This is an optimization exercise on Yosys and OpenROAD, whose aim is small area, not a production implementation.
Function was checked by simulation only, so behaviour that the tests miss may differ from the original.
No activity file was given, so power comes from the tool's default toggle rates.

===== design.v =====
`timescale 1ns / 1ps
module lcd_controller(
    input rst,
    input clk,
    input rs_in,
    input [7:0] data_in,
    input strobe_in,
    input [7:0] period_clk_ns,
    output lcd_e,
    output [3:0] lcd_nibble,
    output lcd_rs,
    output lcd_rw,
    output disable_flash,
    output reg done
    );
    localparam PH_WAIT = 2'd0, PH_WR = 2'd1, PH_STB = 2'd2, PH_LD = 2'd3;
    reg [2:0] idx;
    reg [1:0] ph;
    reg [23:0] cnt;
    reg [3:0] nib;
    wire [8:0] stab = cnt[8:0];
    wire [8:0] hold = cnt[17:9];
    wire active = stab[8] | stab[7] | stab[6] | (stab[5] & (stab[4] | stab[3]));
    wire hold_done = hold[8] | (hold[7] & hold[6] & hold[5] & hold[4]);
    wire stb = (ph == PH_STB);
    wire [9:0] lo_c;
    wire [8:0] lo_sum;
    assign lo_c[0] = 1'b0;
    genvar i;
    generate
        for (i = 0; i < 8; i = i + 1) begin : lo_fa
            assign lo_sum[i] = stab[i] ^ period_clk_ns[i] ^ lo_c[i];
            assign lo_c[i+1] = (stab[i] & period_clk_ns[i]) | (lo_c[i] & (stab[i] ^ period_clk_ns[i]));
        end
    endgenerate
    assign lo_sum[8] = stab[8] ^ lo_c[8];
    assign lo_c[9] = stab[8] & lo_c[8];
    wire [7:0] hi_add = (stb & active) ? period_clk_ns : {7'd0, lo_c[9] & ~stb};
    wire [15:0] hi_c;
    wire [14:0] hi_sum;
    assign hi_c[0] = 1'b0;
    generate
        for (i = 0; i < 8; i = i + 1) begin : hi_fa
            assign hi_sum[i] = cnt[9+i] ^ hi_add[i] ^ hi_c[i];
            assign hi_c[i+1] = (cnt[9+i] & hi_add[i]) | (hi_c[i] & (cnt[9+i] ^ hi_add[i]));
        end
        for (i = 8; i < 15; i = i + 1) begin : hi_ha
            assign hi_sum[i] = cnt[9+i] ^ hi_c[i];
            assign hi_c[i+1] = cnt[9+i] & hi_c[i];
        end
    endgenerate
    wire stb_exit = active & hold_done;
    reg wait_done;
    always @* begin
        case (idx)
            3'd0: wait_done = (cnt[23] & (cnt[22] & (cnt[21] & (cnt[18] & (cnt[15] & (cnt[14] & (cnt[13] & (cnt[9] | (cnt[8] & (cnt[7] & cnt[6]))))))))));
            3'd1: wait_done = (cnt[21] & (cnt[20] & (cnt[19] & (cnt[18] & (cnt[17] & (cnt[15] & (cnt[12] | (cnt[11] & (cnt[10] & (cnt[9] & (cnt[8] & (cnt[7] & (cnt[6] | cnt[5])))))))))))));
            3'd2: wait_done = (cnt[16] & (cnt[15] & (cnt[10] & (cnt[9] & (cnt[8] | (cnt[7] & (cnt[6] | cnt[5])))))));
            3'd3, 3'd7: wait_done = (cnt[15] & (cnt[12] & (cnt[11] & (cnt[10] & (cnt[8] | (cnt[7] | cnt[6]))))));
            3'd4: wait_done = (cnt[15] & (cnt[14] & (cnt[10] | (cnt[9] & (cnt[8] & (cnt[7] | (cnt[6] & (cnt[5] | cnt[4]))))))));
            default: wait_done = (cnt[10] | (cnt[9] & (cnt[8] & (cnt[7] & (cnt[6] & (cnt[5] & (cnt[4] | cnt[3])))))));
        endcase
    end
    assign lcd_rw = 1'b0;
    assign lcd_rs = rs_in;
    assign disable_flash = 1'b1;
    assign lcd_e = stb & (|hold);
    assign lcd_nibble = nib;
    wire load = (ph == PH_LD) | (ph == PH_WR) | ((ph == PH_STB) & stb_exit);
    always @(posedge clk) begin
        done <= (idx == 3'd7) & (ph == PH_WR);
        cnt <= load ? 24'd0 : {hi_sum, lo_sum};
        if (rst) begin
            idx <= 3'd0;
            ph <= PH_LD;
            nib <= 4'd0;
        end else begin
            case (ph)
                PH_LD:
                    if (idx != 3'd5)
                        ph <= PH_WAIT;
                    else if (strobe_in)
                        ph <= PH_WR;
                PH_WAIT:
                    if (wait_done)
                        ph <= PH_WR;
                PH_WR: begin
                    case (idx)
                        3'd0, 3'd1, 3'd2: nib <= 4'h3;
                        3'd3: nib <= 4'h2;
                        3'd4: nib <= 4'h0;
                        3'd5: nib <= data_in[7:4];
                        3'd6: nib <= data_in[3:0];
                        default: ;
                    endcase
                    if (idx == 3'd4 || idx == 3'd7) begin
                        idx <= 3'd5;
                        ph <= PH_LD;
                    end else
                        ph <= PH_STB;
                end
                PH_STB:
                    if (stb_exit) begin
                        idx <= idx + 3'd1;
                        ph <= (idx[2]) ? PH_WAIT : PH_LD;
                    end
            endcase
        end
    end
endmodule

===== flow/run.sh =====
#!/bin/bash
# Standard layout, with 1x port buffers, ABC's buffers removed and power recovery
# (downsizing of gates off the critical path) after global routing.
set -euo pipefail
export BUFFER_PORTS_ARGS="-buffer_cell sky130_fd_sc_hd__buf_1"
bash standard.sh REMOVE_ABC_BUFFERS=1 RECOVER_POWER=100 finish > make_finish.log 2>&1

===== standard.sh =====
#!/bin/bash
# synth_recipe.tcl (not shown) runs the flow's synth.tcl, then flattens the netlist and writes it again
# the make line also repeats each setting of config.mk as NAME=value (left out here)
make -C /OpenROAD-flow-scripts/flow DESIGN_CONFIG=/design/flow/config.mk WORK_HOME=/design/flow/orfs CLKGATE_MAP_FILE= SYNTH_SCRIPT=/design/flow/synth_recipe.tcl "${@:-finish}"

===== config.mk =====
export PLATFORM = sky130hd
export DESIGN_NAME = lcd_controller
export DESIGN_NICKNAME = lcd_controller
export VERILOG_FILES = /design/flow/design.v
export SDC_FILE = /design/flow/constraint.sdc
export NUM_CORES = 4
export LEC_CHECK = 0
export CAP_MARGIN = 20
export CORE_MARGIN = 2
export CORE_UTILIZATION = 70
export CTS_BUF_LIST = sky130_fd_sc_hd__clkbuf_8
export CTS_CLUSTER_DIAMETER = 500
export CTS_CLUSTER_SIZE = 50
export SLEW_MARGIN = 20

===== constraint.sdc =====
create_clock -name core_clock -period 10.0 [get_ports {clk}]
set_input_delay 2.0000 -clock core_clock [delete_from_list [all_inputs] [get_ports {clk}]]
set_output_delay 2.0000 -clock core_clock [all_outputs]
set_load 0.01 [all_outputs]

==> load_flow_metrics.sql, run 1 <==
INSERT INTO impl_metrics (metric_group, metric, value, unit) VALUES
('worst_setup_path', 'cpMaxStageDelayCell', 'fa_1', ''),
('clocking', 'worstSkewPairLatency', '0.29', 'ns'),
('status', 'result_of_the_run', 'complete, no violations', ''),
('synth', 'asyncSetResetFlopFracSynth', '0', '%'),
('worst_setup_path', 'path_delay_family', 'adder cells', ''),
('hold_path', 'min_path_type', 'reg2reg', ''),
('floorplanning', 'initial_utilization', '72.9', '%'),
('worst_setup_path', 'arrival', '9.68', 'ns'),
('power_and_ir_drop', 'max-vdd-ir-drop', '0.157', 'mV'),
('worst_setup_path', 'highest_cell_delay_on_the_worst_timing_path', '0.40', 'ns'),
('synth', 'syn_inst', '194', ''),
('floorplanning', 'fp.coreArea', '2710', 'um^2'),
('timing', 'hold-worst-slack', '0.468', 'ns'),
('floorplanning', 'top_level_ports', '29', ''),
('floorplanning', 'num_rows', '19', ''),
('routing', 'drt-initial-drc-count', '68', ''),
('clocking', 'cts-root-to-sink-buffers', '2', ''),
('finish', 'n_fill_cell', '189', ''),
('floorplanning', 'floorplan.die_area', '3260', 'um^2'),
('synth', 'postSynthRegisterBits', '34', ''),
('grt', 'grt_pass1_vias', '1535', ''),
('power_and_ir_drop', 'power.static_leakage', '0.881', 'nW'),
('floorplanning', 'width_of_the_chip', '57.1', 'um'),
('clocking', 'clockRootBuffer', 'clkbuf_8', ''),
('clocking', 'clkSinkCount', '34', ''),
('power_and_ir_drop', 'cellPowerDensity', '164', 'nW/um^2'),
('timing', 'top_achievable_clock_speed', '106', 'MHz'),
('synth', 'netlist_area', '1980', 'um^2'),
('synth', 'syn-mean-instance-area', '10.2', 'um^2'),
('synth', 'post_synth_num_cell_types', '44', ''),
('power_and_ir_drop', 'clock_power_share', '30.0', '%'),
('worst_setup_path', 'critPathCaptureType', 'register', ''),
('worst_setup_path', 'crit_path_frequent_cell', 'fa_1', ''),
('floorplanning', 'die_h', '57.1', 'um'),
('clocking', 'post_cts_resized', '0', ''),
('routing', 'num_vias', '1508', ''),
('synth', 'synth_enable_flop_cells', '0', ''),
('timing', 'final_period_demand_of_the_worst_path', '9.46', 'ns'),
('synth', 'yosys_most_used_dff', 'dfxtp_1', ''),
('timing', 'unrepaired_setup_endpoints_after_global_routing', 'false', ''),
('grt', 'grt_max_degree', '24', ''),
('routing', 'avgRoutedWirePerCell', '16.3', 'um'),
('grt', 'antenna_violations_before_repair', '0', ''),
('timing', 'max_slew.worst_pin.slew', '0.673', 'ns'),
('finish', 'syn2layout_area_growth', '8.74', '%'),
('routing', 'drt-pass1-iter-count', '4', ''),
('clocking', 'htreeDepth', '2', ''),
('finish', 'nNetsFinal', '264', ''),
('power_and_ir_drop', 'power_report.internal_total', '0.241', 'mW'),
('grt', 'wire_length_of_the_first_global_routing_pass', '7110', 'um'),
('finish', 'drive_above_1_share', '5.56', '%'),
('clocking', 'clkTransAtPathRegs', '0.07', 'ns'),
('timing', 'final-hold-violation-count', '0', ''),
('worst_setup_path', 'crit_path_max_fanout', '2', ''),
('placed_design', 'numPortBuffers', '24', ''),
('grt', 'overflow', '0', ''),
('placed_design', 'dp_hpwl', '3090', 'um'),
('clocking', 'count_of_hold_fix_buffers_inserted_at_cts', '0', ''),
('synth', 'synthesis.yosys.warnings', '1', ''),
('timing', 'timing.max_slew.rel_slack', '54.6', '%'),
('synth', 'ys_seq_area_share', '34.5', '%'),
('timing', 'final_max_slew_viol_count', '0', ''),
('grt', 'grt.total_usage', '28.7', '%'),
('power_and_ir_drop', 'share_comb_of_total_power', '21.6', '%'),
('power_and_ir_drop', 'switching_share', '31.5', '%'),
('clocking', 'cts_setup_buffers', '0', ''),
('worst_setup_path', 'worst-path-buf-inv', '1', ''),
('clocking', 'cts-buffers-inserted', '5', ''),
('routing', 'drt-total-wl', '4040', 'um'),
('worst_setup_path', 'critPathKind', 'in2reg', ''),
('worst_setup_path', 'critPathLaunchType', 'primary input', ''),
('worst_setup_path', 'critPathRequiredTime', '10.21', 'ns'),
('routing', 'ant_nets', '0', ''),
('finish', 'n_antenna_cell', '0', ''),
('placed_design', 'place_congestion', '0.899', ''),
('routing', 'drt-vias-per-instance', '6.11', ''),
('flow_run', 'maxCapViolations', '0', ''),
('timing', 'fin_skew', '0.00476', 'ns'),
('routing', 'drt_drc_violations_left', '0', ''),
('clocking', 'cts_tree', 'built', ''),
('timing', 'setup_violations', '0', ''),
('power_and_ir_drop', 'seqPwrFrac', '48.4', '%'),
('timing', 'finalSetupTns', '0', 'ns'),
('power_and_ir_drop', 'switching_power_summed_over_all_nets', '0.111', 'mW'),
('timing', 'fin_crit_sh', '94.6', '%');
## placed cells by master (no fill, tap or decap), drive strengths merged, types with 4 or more instances in the layout
cell type,synthesis,routed
a22o,4,4
and2,34,34
buf,5,23
clkbuf,5,7
dfxtp,34,34
fa,14,14
ha,15,15
inv,5,5
nand2,6,6
nor2,12,12
nor3,10,10
o21a,5,5
o21ai,4,4
## final cells by class
type | count | area [um^2] | share of cell area [%]
Clock buffer | 6 | 82.6 | 3.84
Clock inverter | 2 | 12.5 | 0.582
Inverter | 5 | 18.8 | 0.874
Multi-Input combinational cell | 145 | 1220 | 57.0
Sequential cell | 34 | 681 | 31.7
Tap cell | 31 | 38.8 | 1.81
Timing Repair Buffer | 24 | 90.1 | 4.19
## kinds of logic (layout without fill, tap and decap cells)
logic type	count (synthesis)	in the layout	synth area share [%]
flops	34	34	34.5
other cells	2	2	0.380
fa+ha+maj	29	29	23.7
compound gates	36	36	13.6
xor+xnor	1	1	0.443
buf+inv	15	37	3.55
simple gates	77	77	23.9
## synth_stat cells, types with 2 or more instances
cell	number	area (um^2)
conb_1	2	7.51
a221oi_1	3	26.3
o21a_1	5	37.5
nor4_1	2	12.5
clkbuf_1	4	15.0
a31oi_1	2	12.5
nor2_1	10	37.5
a211oi_1	2	15.0
a32oi_1	2	17.5
o211ai_1	3	22.5
fa_1	14	280
a41oi_1	3	26.3
inv_1	5	18.8
a21oi_1	3	15.0
a22o_1	4	35.0
nand4_1	2	12.5
and2_1	34	213
dfxtp_1	34	681
nand2_1	6	22.5
nor3_1	9	45.0
nand3_1	3	15.0
ha_1	15	188
o21ai_0	4	20.0
buf_4	3	22.5
## routing by layer
metal  track usage, %  vias up  wire, um
li1                 -      720         -
met1             35.8      699      1680
met2             44.5       78      1910
met3             9.98       11       350
met4             14.0        0        94
met5                0        -         0
## worst min-delay path: stages (launching register included)
cell	delay [ns]
dfxtp_1	0.31
inv_1	0.05
a221oi_1	0.06
## sequential cells by signal, indices dropped and copies added, names as in the netlist
| name | flops |
|---|---|
| cnt | 24 |
| done | 1 |
| idx | 3 |
| nib | 4 |
| ph | 2 |
## path summary, 6_finish.rpt
check             slack (ns)  endpoint             start  cells after the start
setup reg to reg        2.06   cnt[23]            cnt[0]                     27
hold / removal          0.47    nib[1]            nib[1]                      2
hold reg to reg         0.47    nib[1]            nib[1]                      2
setup / recovery        0.54   cnt[23]  period_clk_ns[0]                     28
## stage by stage
step,total power [mW],setup WS (ns),utilization [%],instances,cell area (um^2)
6_report,0.351,0.535,79.3,247,2150
2_1_floorplan,0.223,0.706,-,184,1920
3_3_place_gp,0.244,0.444,75.8,239,2050
5_1_grt,0.373,0.212,79.3,247,2150
3_5_place_dp,0.248,0.214,75.8,239,2050
4_1_cts,0.353,0.497,79.3,247,2150
## power groups by stage
| stage | registers [mW] | clock network (mW) | logic (mW) |
|---|---|---|---|
| floorplan | 0.167 | 0 | 0.0561 |
| global placement | 0.172 | 0 | 0.0716 |
| detailed placement | 0.172 | 0 | 0.0760 |
| CTS | 0.169 | 0.107 | 0.0765 |
| global route | 0.173 | 0.112 | 0.0875 |
| finish | 0.170 | 0.106 | 0.0759 |
==> inputs of run 2 (changes only) <==
==> flow/run.sh (replaced) <==
#!/bin/bash
# Standard layout, with 1x port buffers, ABC's buffers removed, an area re-map of the
# logic after floorplanning and power recovery (downsizing off the critical path).
set -euo pipefail
here=$(pwd)
export BUFFER_PORTS_ARGS="-buffer_cell sky130_fd_sc_hd__buf_1"
bash standard.sh REMOVE_ABC_BUFFERS=1 RECOVER_POWER=100 POST_FLOORPLAN_TCL=$here/flow/restructure.tcl finish > make_finish.log 2>&1
==> flow/restructure.tcl (new file) <==
# Area recovery: re-map the combinational logic with ABC after floorplanning.
file mkdir $::env(LOG_DIR)/rmp
restructure -target area -liberty_file [lindex $::env(LIB_FILES) 0] \
  -tielo_port sky130_fd_sc_hd__conb_1/LO -tiehi_port sky130_fd_sc_hd__conb_1/HI \
  -work_dir $::env(LOG_DIR)/rmp -abc_logfile $::env(LOG_DIR)/rmp/abc.log
--- a/config.mk
+++ b/config.mk
@@ -10,5 +10,5 @@
 export CORE_UTILIZATION = 70
-export CTS_BUF_LIST = sky130_fd_sc_hd__clkbuf_8
-export CTS_CLUSTER_DIAMETER = 500
-export CTS_CLUSTER_SIZE = 50
+export CTS_BUF_LIST = sky130_fd_sc_hd__clkbuf_2 sky130_fd_sc_hd__clkbuf_4
+export CTS_CLUSTER_DIAMETER = 100
+export CTS_CLUSTER_SIZE = 40
 export SLEW_MARGIN = 20
==> load_flow_metrics.sql, run 2 <==
INSERT INTO impl_metrics (metric_group, metric, value, unit) VALUES
('status', 'result_of_the_run', 'complete, no violations', ''),
('placed_design', 'place_congestion', '0.893', ''),
('finish', 'nNetsFinal', '301', ''),
('worst_setup_path', 'crit_path_frequent_cell', 'o21ai_0', ''),
('clocking', 'cts_setup_buffers', '0', ''),
('routing', 'drt-vias-per-instance', '5.91', ''),
('routing', 'num_vias', '1843', ''),
('routing', 'drt-total-wl', '4060', 'um'),
('placed_design', 'placed_cell_area', '1960', 'um^2'),
('synth', 'asyncSetResetFlopFracSynth', '0', '%'),
('synth', 'netlist_area', '1980', 'um^2'),
('routing', 'drt-initial-drc-count', '143', ''),
('timing', 'final_max_slew_viol_count', '0', ''),
('placed_design', 'instance_count_after_placement_with_tap_cells_included', '305', ''),
('clocking', 'cts-buffers-inserted', '5', ''),
('clocking', 'htreeDepth', '2', ''),
('worst_setup_path', 'ff2ff_path_depth', '36', ''),
('routing', 'drt_drc_violations_left', '0', ''),
('worst_setup_path', 'crit_path_max_fanout', '4', ''),
('finish', 'final_cell_mix', 'clkinv_1 (38), nor2_1 (38), o21ai_0 (35)', ''),
('synth', 'yosys.area.top_type', 'dfxtp_1', ''),
('finish', 'final_core_utilization', '74.0', '%'),
('timing', 'final-hold-violation-count', '0', ''),
('finish', 'registers.top_by_ff_count', 'cnt', ''),
('synth', 'post_synth_num_cell_types', '44', ''),
('floorplanning', 'die_h', '57.1', 'um'),
('clocking', 'post_cts_resized', '0', ''),
('synth', 'ys_seq_area_share', '34.5', '%'),
('hold_path', 'min_path_type', 'reg2reg', ''),
('floorplanning', 'floorplan.die_area', '3260', 'um^2'),
('clocking', 'clockRootBuffer', 'clkbuf_4', ''),
('grt', 'overflow', '0', ''),
('hold_path', 'holdPathStages', '1', ''),
('power_and_ir_drop', 'cellPowerDensity', '141', 'nW/um^2'),
('floorplanning', 'num_rows', '19', ''),
('power_and_ir_drop', 'max-vdd-ir-drop', '0.122', 'mV'),
('power_and_ir_drop', 'design_power_total', '0.283', 'mW'),
('worst_setup_path', 'highest_cell_delay_on_the_worst_timing_path', '0.33', 'ns'),
('routing', 'ant_nets', '0', ''),
('grt', 'antenna_violations_before_repair', '0', ''),
('grt', 'grt_pass1_vias', '1587', ''),
('grt', 'grt_max_degree', '17', ''),
('finish', 'final_non_filler_cell_area', '2000', 'um^2'),
('placed_design', 'numPortBuffers', '24', ''),
('power_and_ir_drop', 'power.static_leakage', '0.694', 'nW'),
('finish', 'syn2layout_area_growth', '1.46', '%'),
('finish', 'max_reg_flops', '24', ''),
('worst_setup_path', 'cpMaxStageDelayCell', 'o32ai_1', ''),
('clocking', 'cts_tree', 'built', ''),
('finish', 'largest_registers', 'cnt: 24 flops, nib: 4 flops, idx: 3 flops', ''),
('routing', 'drt-pass1-iter-count', '4', ''),
('finish', 'n_antenna_cell', '0', ''),
('floorplanning', 'width_of_the_chip', '57.1', 'um'),
('finish', 'drive_above_1_share', '2.49', '%'),
('timing', 'hold-worst-slack', '0.461', 'ns'),
('synth', 'synthesis.yosys.warnings', '1', ''),
('worst_setup_path', 'reg2reg_to', 'cnt[23]', ''),
('timing', 'finalSetupTns', '0', 'ns'),
('clocking', 'clkTransAtPathRegs', '0.09', 'ns'),
('routing', 'avgRoutedWirePerCell', '13.0', 'um'),
('floorplanning', 'fp.coreArea', '2710', 'um^2'),
('clocking', 'worstSkewPairLatency', '0.33', 'ns'),
('timing', 'final_period_demand_of_the_worst_path', '7.78', 'ns'),
('synth', 'syn_inst', '194', ''),
('hold_path', 'min_from', 'cnt[23]', ''),
('synth', 'yosys_most_used_dff', 'dfxtp_1', ''),
('worst_setup_path', 'ff2ff_setup_slack', '3.68', 'ns'),
('timing', 'top_achievable_clock_speed', '128', 'MHz'),
('timing', 'fin_skew', '0.00700', 'ns'),
('clocking', 'count_of_hold_fix_buffers_inserted_at_cts', '0', ''),
('placed_design', 'pre_cts_ws', '2.05', 'ns'),
('synth', 'synth_enable_flop_cells', '0', ''),
('floorplanning', 'top_level_ports', '29', ''),
('timing', 'postLayoutSetupSlackWorst', '2.22', 'ns'),
('placed_design', 'dp_hpwl', '3120', 'um'),
('timing', 'setup_violations', '0', ''),
('worst_setup_path', 'arrival', '8.05', 'ns'),
('synth', 'synthDominantCellAreaShare', '34.5', '%'),
('synth', 'postSynthRegisterBits', '34', ''),
('timing', 'fin_crit_sh', '77.8', '%'),
('worst_setup_path', 'critPathKind', 'in2reg', ''),
('finish', 'final_cell_count_no_fill', '312', ''),
('worst_setup_path', 'regToRegStartpoint', 'cnt[0]', ''),
('floorplanning', 'initial_utilization', '72.9', '%'),
('clocking', 'clkSinkCount', '34', ''),
('synth', 'syn-mean-instance-area', '10.2', 'um^2'),
('clocking', 'cts-root-to-sink-buffers', '2', ''),
('worst_setup_path', 'critPathCaptureType', 'register', ''),
('synth', 'most_common_library_cells_after_synthesis', 'and2_1 (34), dfxtp_1 (34), ha_1 (15), fa_1 (14), nor2_1 (10)', ''),
('worst_setup_path', 'critPathLaunchType', 'primary input', ''),
('grt', 'wire_length_of_the_first_global_routing_pass', '6910', 'um'),
('hold_path', 'hold_path_end', 'cnt[23]', ''),
('timing', 'unrepaired_setup_endpoints_after_global_routing', 'false', ''),
('worst_setup_path', 'critPathRequiredTime', '10.27', 'ns'),
('synth', 'yosys-top-cells-area', 'dfxtp_1 (34%), fa_1 (14%), and2_1 (11%), ha_1 (9.5%), nor3_1 (2.3%)', ''),
('grt', 'grt.total_usage', '27.1', '%'),
('flow_run', 'maxCapViolations', '0', '');
## run 2: cells by family after synthesis
kind of cell / share of synthesized area [%]
other: 0.380
adder cells (fa/ha/maj): 23.7
flip-flops: 34.5
XOR/XNOR: 0.443
AO/OA/AOI/OAI: 13.6
buffers and inverters: 3.55
AND/OR/NAND/NOR: 23.9
## run 2: layout make-up
| cell class | instances | area, um^2 |
|---|---|---|
| well taps | 31 | 38.8 |
| clock buffers | 7 | 52.6 |
| repair buffers | 25 | 93.8 |
| inverters | 38 | 143 |
| multi-input cells | 177 | 996 |
| fillers | 245 | 706 |
| flip-flops and latches | 34 | 681 |
## run 2: worst max path at each step
stage	from	endpoint	slack [ns]	cells after the start
final	period_clk_ns[0]	cnt[23]	2.22	37
after global routing	period_clk_ns[0]	cnt[23]	1.26	37
after CTS	period_clk_ns[0]	cnt[23]	2.39	37
after detailed placement	period_clk_ns[0]	cnt[23]	2.05	37
after global placement	period_clk_ns[0]	cnt[23]	2.33	37
after floorplan	period_clk_ns[0]	cnt[22]	0.71	26
## run 2: routing by layer
layer	track usage (%)	share of wire, %
met1	38.1	50
met5	0	0
met2	41.4	43
met4	8.31	0.96
met3	6.80	6.0
## run 2: report_power, final
group          switching [mW]  internal [mW]
Clock                  0.0428         0.0319
Combinational          0.0355         0.0207
Sequential            0.00818          0.144
## run 2: critical path: cells and delay by family
kind	cells	cell delay, ns
AOI/OAI and AO/OA	18	2.62
buffers and inverters	1	0.11
and+or+nand+nor	18	3.29
==> inputs of run 3 (changes only) <==
--- a/config.mk
+++ b/config.mk
@@ -9,3 +9,3 @@
 export CORE_MARGIN = 2
-export CORE_UTILIZATION = 70
+export CORE_UTILIZATION = 40
 export CTS_BUF_LIST = sky130_fd_sc_hd__clkbuf_2 sky130_fd_sc_hd__clkbuf_4
==> load_flow_metrics.sql, run 3 <==
INSERT INTO impl_metrics (metric_group, metric, value, unit) VALUES
('synth', 'yosys_most_used_dff', 'dfxtp_1', ''),
('finish', 'final_core_utilization', '44.2', '%'),
('worst_setup_path', 'crit_path_frequent_cell', 'o21ai_0', ''),
('floorplanning', 'initial_utilization', '41.6', '%'),
('clocking', 'worstSkewPairLatency', '0.35', 'ns'),
('grt', 'grt-busiest-layer', 'met2', ''),
('floorplanning', 'width_of_the_chip', '74.3', 'um'),
('floorplanning', 'floorplan.die_area', '5520', 'um^2'),
('grt', 'wire_length_of_the_first_global_routing_pass', '6960', 'um'),
('grt', 'grt.met3_usage', '5.28', '%'),
('finish', 'drive_above_1_share', '2.85', '%'),
('finish', 'final_cell_mix', 'clkinv_1 (38), nor2_1 (38), o21ai_0 (35)', ''),
('power_and_ir_drop', 'cellPowerDensity', '162', 'nW/um^2'),
('timing', 'fin_skew', '0.0133', 'ns'),
('synth', 'asyncSetResetFlopFracSynth', '0', '%'),
('worst_setup_path', 'critPathCaptureType', 'register', ''),
('power_and_ir_drop', 'max-vdd-ir-drop', '0.0977', 'mV'),
('timing', 'setup_violations', '0', ''),
('power_and_ir_drop', 'power.static_leakage', '0.716', 'nW'),
('synth', 'ys_seq_area_share', '34.5', '%'),
('placed_design', 'place_congestion', '0.860', ''),
('worst_setup_path', 'critPathLaunchType', 'primary input', ''),
('status', 'result_of_the_run', 'complete, no violations', ''),
('floorplanning', 'num_rows', '25', ''),
('routing', 'drt-pass1-iter-count', '4', ''),
('clocking', 'htreeDepth', '2', ''),
('timing', 'unrepaired_setup_endpoints_after_global_routing', 'false', ''),
('clocking', 'count_of_hold_fix_buffers_inserted_at_cts', '0', ''),
('clocking', 'clkSinkCount', '34', ''),
('worst_setup_path', 'highest_cell_delay_on_the_worst_timing_path', '0.36', 'ns'),
('finish', 'n_fill_cell', '491', ''),
('finish', 'multi_input_area', '996', 'um^2'),
('routing', 'avgRoutedWirePerCell', '12.3', 'um'),
('worst_setup_path', 'crit_path_max_fanout', '4', ''),
('grt', 'grt.total_usage', '16.5', '%'),
('worst_setup_path', 'critPathKind', 'in2reg', ''),
('worst_setup_path', 'worstSetupStartpoint', 'period_clk_ns[0]', ''),
('flow_run', 'maxCapViolations', '0', ''),
('timing', 'max_slew.worst_pin.slew', '0.838', 'ns'),
('finish', 'n_antenna_cell', '0', ''),
('routing', 'drt_drc_violations_left', '0', ''),
('timing', 'timing.max_slew.rel_slack', '43.9', '%'),
('hold_path', 'holdPathStages', '1', ''),
('grt', 'overflow', '0', ''),
('grt', 'grt_pass1_vias', '1524', ''),
('finish', 'register_area', '681', 'um^2'),
('clocking', 'cts-root-to-sink-buffers', '2', ''),
('placed_design', 'numPortBuffers', '24', ''),
('floorplanning', 'fp.coreArea', '4750', 'um^2'),
('finish', 'nNetsFinal', '300', ''),
('worst_setup_path', 'regToRegStartpoint', 'cnt[1]', ''),
('finish', 'largest_registers', 'cnt: 24 flops, nib: 4 flops, idx: 3 flops', ''),
('timing', 'final_max_slew_viol_count', '0', ''),
('grt', 'grtUsageMet1', '23.8', '%'),
('clocking', 'cts-buffers-inserted', '5', ''),
('synth', 'synthesis.yosys.warnings', '1', ''),
('clocking', 'clockRootBuffer', 'clkbuf_4', ''),
('placed_design', 'dp_hpwl', '3180', 'um'),
('worst_setup_path', 'arrival', '8.12', 'ns'),
('synth', 'yosys.area.top_type', 'dfxtp_1', ''),
('clocking', 'cts_tree', 'built', ''),
('routing', 'ant_nets', '0', ''),
('timing', 'finalSetupTns', '0', 'ns'),
('synth', 'postSynthRegisterBits', '34', ''),
('synth', 'post_synth_num_cell_types', '44', ''),
('grt', 'global_route.usage.met2', '24.1', '%'),
('synth', 'most_common_library_cells_after_synthesis', 'and2_1 (34), dfxtp_1 (34), ha_1 (15), fa_1 (14), nor2_1 (10)', ''),
('finish', 'syn2layout_area_growth', '6.27', '%'),
('worst_setup_path', 'ff2ff_path_depth', '36', ''),
('hold_path', 'min_path_type', 'reg2reg', ''),
('timing', 'top_achievable_clock_speed', '128', 'MHz'),
('clocking', 'clkTransAtPathRegs', '0.12', 'ns'),
('clocking', 'cts_setup_buffers', '0', ''),
('finish', 'max_reg_flops', '24', ''),
('grt', 'antenna_violations_before_repair', '0', ''),
('floorplanning', 'die_h', '74.3', 'um'),
('clocking', 'post_cts_resized', '0', ''),
('routing', 'num_vias', '1815', ''),
('grt', 'grt_max_degree', '17', ''),
('finish', 'registers.top_by_ff_count', 'cnt', ''),
('synth', 'synth_enable_flop_cells', '0', ''),
('timing', 'final-hold-violation-count', '0', ''),
('timing', 'fin_crit_sh', '78.3', '%'),
('synth', 'syn-mean-instance-area', '10.2', 'um^2'),
('routing', 'drt-total-wl', '4290', 'um'),
('floorplanning', 'top_level_ports', '29', ''),
('timing', 'hold-worst-slack', '0.467', 'ns'),
('timing', 'final_period_demand_of_the_worst_path', '7.83', 'ns'),
('synth', 'yosys-top-cells-area', 'dfxtp_1 (34%), fa_1 (14%), and2_1 (11%), ha_1 (9.5%), nor3_1 (2.3%)', ''),
('synth', 'netlist_area', '1980', 'um^2'),
('worst_setup_path', 'cpMaxStageDelayCell', 'o32ai_1', ''),
('synth', 'synthDominantCellAreaShare', '34.5', '%'),
('worst_setup_path', 'critPathRequiredTime', '10.29', 'ns'),
('power_and_ir_drop', 'design_power_total', '0.340', 'mW'),
('synth', 'syn_inst', '194', ''),
('routing', 'drt-initial-drc-count', '116', ''),
('routing', 'drt-vias-per-instance', '5.22', ''),
('hold_path', 'min_from', 'cnt[23]', '');
[run 3: changes by cell type in the layout (fill, tap and decap cells not counted), sizes merged]
cell and delta:
clkbuf -3, bufinv +2, clkinv +1
[run 3: cell families after synthesis]
family	share of synthesized area, %
AOI/OAI and AO/OA	13.6
xor gates and xnor gates	0.443
adders and majority gates	23.7
buffers and inverters	3.55
DFF	34.5
other	0.380
and+or+nand+nor	23.9
[run 3: final timing paths]
kind	end	slack, ns
min reg2reg	cnt[23]	0.47
min	cnt[23]	0.47
max	cnt[23]	2.17
max reg2reg	cnt[23]	3.62
[run 3: critical path, delay by kind of cell]
kind | cells | cell delay (ns)
compound gates | 18 | 2.69
buf+inv | 1 | 0.13
simple gates | 18 | 3.30
[run 3: through the flow]
stage | worst slack (ns) | std cells | area [um^2]
2_1_floorplan | 0.706 | 184 | 1920
3_3_place_gp | 2.13 | 340 | 1990
3_5_place_dp | 1.87 | 340 | 1990
4_1_cts | 2.23 | 348 | 2100
5_1_grt | 1.37 | 348 | 2100
6_report | 2.17 | 348 | 2100
[run 3: area by class of cell]
type,instances,share of cell area (%)
timing repair buffer,24,4.29
clock inverter,3,3.28
clock buffer,5,1.79
sequential,34,32.4
inverter,38,6.79
tap,67,3.99
multi-input combinational,177,47.4
[run 3: power breakdown]
| part | leakage [nW] | switching [mW] | total [mW] | internal [mW] |
|---|---|---|---|---|
| Sequential | 0.277 | 0.00837 | 0.153 | 0.144 |
| Clock | 0.0554 | 0.0521 | 0.130 | 0.0782 |
| Combinational | 0.384 | 0.0362 | 0.0567 | 0.0206 |
| Total | 0.716 | 0.0966 | 0.340 | 0.243 |
[run 3: layer usage]
layer | vias to the layer above | wire length [um]
li1 | 964 | -
met3 | 2 | 131
met2 | 24 | 1860
met4 | 0 | 21
met5 | - | 0
met1 | 825 | 2280
==> inputs of run 4 (changes only) <==
--- a/config.mk
+++ b/config.mk
@@ -10,3 +10,3 @@
 export CORE_UTILIZATION = 40
-export CTS_BUF_LIST = sky130_fd_sc_hd__clkbuf_2 sky130_fd_sc_hd__clkbuf_4
+export CTS_BUF_LIST = sky130_fd_sc_hd__clkbuf_2 sky130_fd_sc_hd__clkbuf_4 sky130_fd_sc_hd__clkbuf_8
 export CTS_CLUSTER_DIAMETER = 100
==> load_flow_metrics.sql, run 4 <==
INSERT INTO impl_metrics (metric_group, metric, value, unit) VALUES
('status', 'result_of_the_run', 'complete, no violations', ''),
('power_and_ir_drop', 'clock_power_share', '42.4', '%'),
('routing', 'drt-pass1-iter-count', '4', ''),
('timing', 'timing.max_slew.rel_slack', '45.4', '%'),
('timing', 'max_slew.worst_pin.slew', '0.816', 'ns'),
('synth', 'synthDominantCellAreaShare', '34.5', '%'),
('worst_setup_path', 'ff2ff_path_depth', '36', ''),
('worst_setup_path', 'critPathCaptureType', 'register', ''),
('worst_setup_path', 'regToRegStartpoint', 'cnt[1]', ''),
('synth', 'synthesis.yosys.warnings', '1', ''),
('floorplanning', 'fp.coreArea', '4750', 'um^2'),
('routing', 'num_vias', '1820', ''),
('routing', 'ant_nets', '0', ''),
('floorplanning', 'width_of_the_chip', '74.3', 'um'),
('grt', 'overflow', '0', ''),
('synth', 'netlist_area', '1980', 'um^2'),
('routing', 'drt-vias-per-instance', '5.23', ''),
('power_and_ir_drop', 'power_report.internal_total', '0.265', 'mW'),
('clocking', 'cts_tree', 'built', ''),
('finish', 'final_core_utilization', '44.8', '%'),
('timing', 'unrepaired_setup_endpoints_after_global_routing', 'false', ''),
('synth', 'synth.area.mux_share', '0', '%'),
('power_and_ir_drop', 'cellPowerDensity', '170', 'nW/um^2'),
('synth', 'most_common_library_cells_after_synthesis', 'and2_1 (34), dfxtp_1 (34), ha_1 (15), fa_1 (14), nor2_1 (10)', ''),
('floorplanning', 'num_rows', '25', ''),
('timing', 'finalSetupTns', '0', 'ns'),
('synth', 'post_synth_num_cell_types', '44', ''),
('timing', 'setup_violations', '0', ''),
('placed_design', 'numPortBuffers', '24', ''),
('placed_design', 'dp_hpwl', '3180', 'um'),
('grt', 'grt_max_degree', '17', ''),
('finish', 'syn2layout_area_growth', '7.85', '%'),
('synth', 'post_synth_and_or_nand_nor_area_fraction', '23.9', '%'),
('clocking', 'clkSinkCount', '34', ''),
('clocking', 'htreeDepth', '2', ''),
('synth', 'yosys.area.top_type', 'dfxtp_1', ''),
('timing', 'final_period_demand_of_the_worst_path', '7.89', 'ns'),
('worst_setup_path', 'crit_path_max_fanout', '4', ''),
('hold_path', 'min_from', 'cnt[23]', ''),
('synth', 'yosys.area_share.xor_xnor', '0.443', '%'),
('flow_run', 'maxCapViolations', '0', ''),
('routing', 'drt-total-wl', '4280', 'um'),
('placed_design', 'placed_cell_area', '1990', 'um^2'),
('floorplanning', 'initial_utilization', '41.6', '%'),
('synth', 'yosys_most_used_dff', 'dfxtp_1', ''),
('synth', 'asyncSetResetFlopFracSynth', '0', '%'),
('worst_setup_path', 'critPathKind', 'in2reg', ''),
('clocking', 'cts-buffers-inserted', '5', ''),
('placed_design', 'instance_count_after_placement_with_tap_cells_included', '340', ''),
('clocking', 'cts_setup_buffers', '0', ''),
('finish', 'registers.top_by_ff_count', 'cnt', ''),
('clocking', 'clkTransAtPathRegs', '0.08', 'ns'),
('synth', 'synthAdderAreaFrac', '23.7', '%'),
('clocking', 'post_cts_resized', '0', ''),
('floorplanning', 'die_h', '74.3', 'um'),
('grt', 'grt.total_usage', '16.6', '%'),
('worst_setup_path', 'highest_cell_delay_on_the_worst_timing_path', '0.36', 'ns'),
('floorplanning', 'top_level_ports', '29', ''),
('finish', 'final_non_filler_cell_area', '2130', 'um^2'),
('worst_setup_path', 'worstSetupStartpoint', 'period_clk_ns[0]', ''),
('synth', 'yosys-top-cells-area', 'dfxtp_1 (34%), fa_1 (14%), and2_1 (11%), ha_1 (9.5%), nor3_1 (2.3%)', ''),
('worst_setup_path', 'ff2ff_setup_slack', '3.63', 'ns'),
('placed_design', 'place_congestion', '0.860', ''),
('synth', 'syn_inst', '194', ''),
('power_and_ir_drop', 'switching_share', '27.1', '%'),
('finish', 'max_reg_flops', '24', ''),
('synth', 'ys_seq_area_share', '34.5', '%'),
('timing', 'final-hold-violation-count', '0', ''),
('clocking', 'clockRootBuffer', 'clkbuf_8', ''),
('finish', 'largest_registers', 'cnt: 24 flops, nib: 4 flops, idx: 3 flops', ''),
('floorplanning', 'floorplan.die_area', '5520', 'um^2'),
('power_and_ir_drop', 'max-vdd-ir-drop', '0.0905', 'mV'),
('power_and_ir_drop', 'share_comb_of_total_power', '15.6', '%'),
('timing', 'fin_skew', '0.0102', 'ns'),
('power_and_ir_drop', 'seqPwrFrac', '42.0', '%'),
('worst_setup_path', 'cpMaxStageDelayCell', 'o32ai_1', ''),
('worst_setup_path', 'critPathRequiredTime', '10.23', 'ns'),
('timing', 'fin_crit_sh', '78.9', '%'),
('grt', 'antenna_violations_before_repair', '0', ''),
('timing', 'top_achievable_clock_speed', '127', 'MHz'),
('clocking', 'cts-root-to-sink-buffers', '2', ''),
('clocking', 'count_of_hold_fix_buffers_inserted_at_cts', '0', ''),
('routing', 'drt-initial-drc-count', '117', ''),
('synth', 'synth-compound-area-share', '13.6', '%'),
('worst_setup_path', 'crit_path_frequent_cell', 'o21ai_0', ''),
('routing', 'avgRoutedWirePerCell', '12.3', 'um'),
('power_and_ir_drop', 'switching_power_summed_over_all_nets', '0.0983', 'mW'),
('grt', 'wire_length_of_the_first_global_routing_pass', '7020', 'um'),
('routing', 'drt_drc_violations_left', '0', ''),
('finish', 'n_antenna_cell', '0', ''),
('worst_setup_path', 'arrival', '8.12', 'ns'),
('worst_setup_path', 'critPathLaunchType', 'primary input', ''),
('power_and_ir_drop', 'power.static_leakage', '0.729', 'nW'),
('finish', 'nNetsFinal', '300', ''),
('hold_path', 'min_path_type', 'reg2reg', ''),
('synth', 'syn-mean-instance-area', '10.2', 'um^2'),
('finish', 'final_cell_count_no_fill', '348', ''),
('hold_path', 'holdPathStages', '1', ''),
('clocking', 'worstSkewPairLatency', '0.29', 'ns'),
('timing', 'final_max_slew_viol_count', '0', ''),
('synth', 'synth_enable_flop_cells', '0', ''),
('synth', 'postSynthRegisterBits', '34', ''),
('grt', 'grt_pass1_vias', '1541', ''),
('finish', 'final_cell_mix', 'clkinv_1 (38), nor2_1 (38), o21ai_0 (35)', ''),
('finish', 'drive_above_1_share', '2.85', '%'),
('synth', 'synth_top_family_by_area', 'simple AND/OR/NAND/NOR gates', '');
run 4: cell counts after synthesis:
Identical to the previous run, type by type.
run 4: path summary, 6_finish.rpt:
kind / endpoint
worst min register to register: cnt[23]
worst max register to register: cnt[23]
worst max-delay path: cnt[23]
worst min-delay path: cnt[23]
run 4: cell type report:
class / instances / area (um^2)
Multi-Input combinational cell: 177 / 996
Fill cell: 488 / 2620
Timing Repair Buffer: 24 / 90.1
Clock inverter: 3 / 68.8
Clock buffer: 5 / 68.8
Sequential cell: 34 / 681
Inverter: 38 / 143
Tap cell: 67 / 83.8
run 4: stage by stage:
stage | worst slack, ns | hold slack [ns] | power (mW)
global route | 1.30 | 0.488 | 0.381
floorplan | 0.706 | 0.481 | 0.223
global placement | 2.13 | 0.447 | 0.211
CTS | 2.16 | 0.460 | 0.367
finish | 2.11 | 0.461 | 0.363
detailed placement | 1.87 | 0.445 | 0.212
run 4: kinds of logic (layout without fill, tap and decap cells):
group / Yosys count / after routing
AO/OA/AOI/OAI: 36 / 82
flip-flops: 34 / 34
XOR/XNOR: 1 / 0
adder cells (fa/ha/maj): 29 / 0
AND/OR/NAND/NOR: 77 / 93
other: 2 / 2
buffers and inverters: 15 / 70
run 4: metal layers:
layer	global-route usage, %	share of wire (%)
met4	5.36	0.94
met2	24.2	44
met1	24.1	52
met5	0	0
met3	4.07	3.2
run 4: power groups by stage:
stage	clock (mW)	combinational (mW)	sequential [mW]
after floorplan	0	0.0561	0.167
after global placement	0	0.0553	0.156
after detailed placement	0	0.0563	0.156
after CTS	0.158	0.0565	0.152
after global routing	0.163	0.0639	0.154
final	0.154	0.0566	0.153
run 4: critical path: cells and delay by family:
kind            cells  cell delay (ns)
compound gates     18             2.68
buf+inv             1             0.13
simple gates       18             3.29

## what the ideal ports hide
How much do the figures lean on ideal ports? The routed layouts below were timed once more, with nothing changed but the port constraints. Step 1: set_driving_cell puts a clkbuf_16 on clk and a buf_2 on each other input, an assumption about the parent block. Step 2 times the ports against the registers' clock, not the clock port: input delays grow and output delays shrink by t, the midpoint of the rising clock arrivals with the driver on. Three values: ideal, step 1, step 2; two values: the first two.
run | shift t [ns] | setup WS [ns] | hold slack, ns | slew at the worst register clock pin (ns)
run 1 | 0.315 | 0.535 / 0.540 / 0.226 | 0.468 / 0.468 / 0.468 | 0.07 / 0.07
run 2 | 0.354 | 2.218 / 2.220 / 1.866 | 0.461 / 0.461 / 0.461 | 0.10 / 0.10
run 3 | 0.365 | 2.172 / 2.173 / 1.808 | 0.467 / 0.467 / 0.467 | 0.12 / 0.12
run 4 | 0.310 | 2.111 / 2.114 / 1.804 | 0.461 / 0.461 / 0.461 | 0.08 / 0.08
After both steps every run listed still meets setup and hold. The setup slack of run 3, which loses most, moves by +0.001 ns with the drivers and by -0.364 ns with both steps.
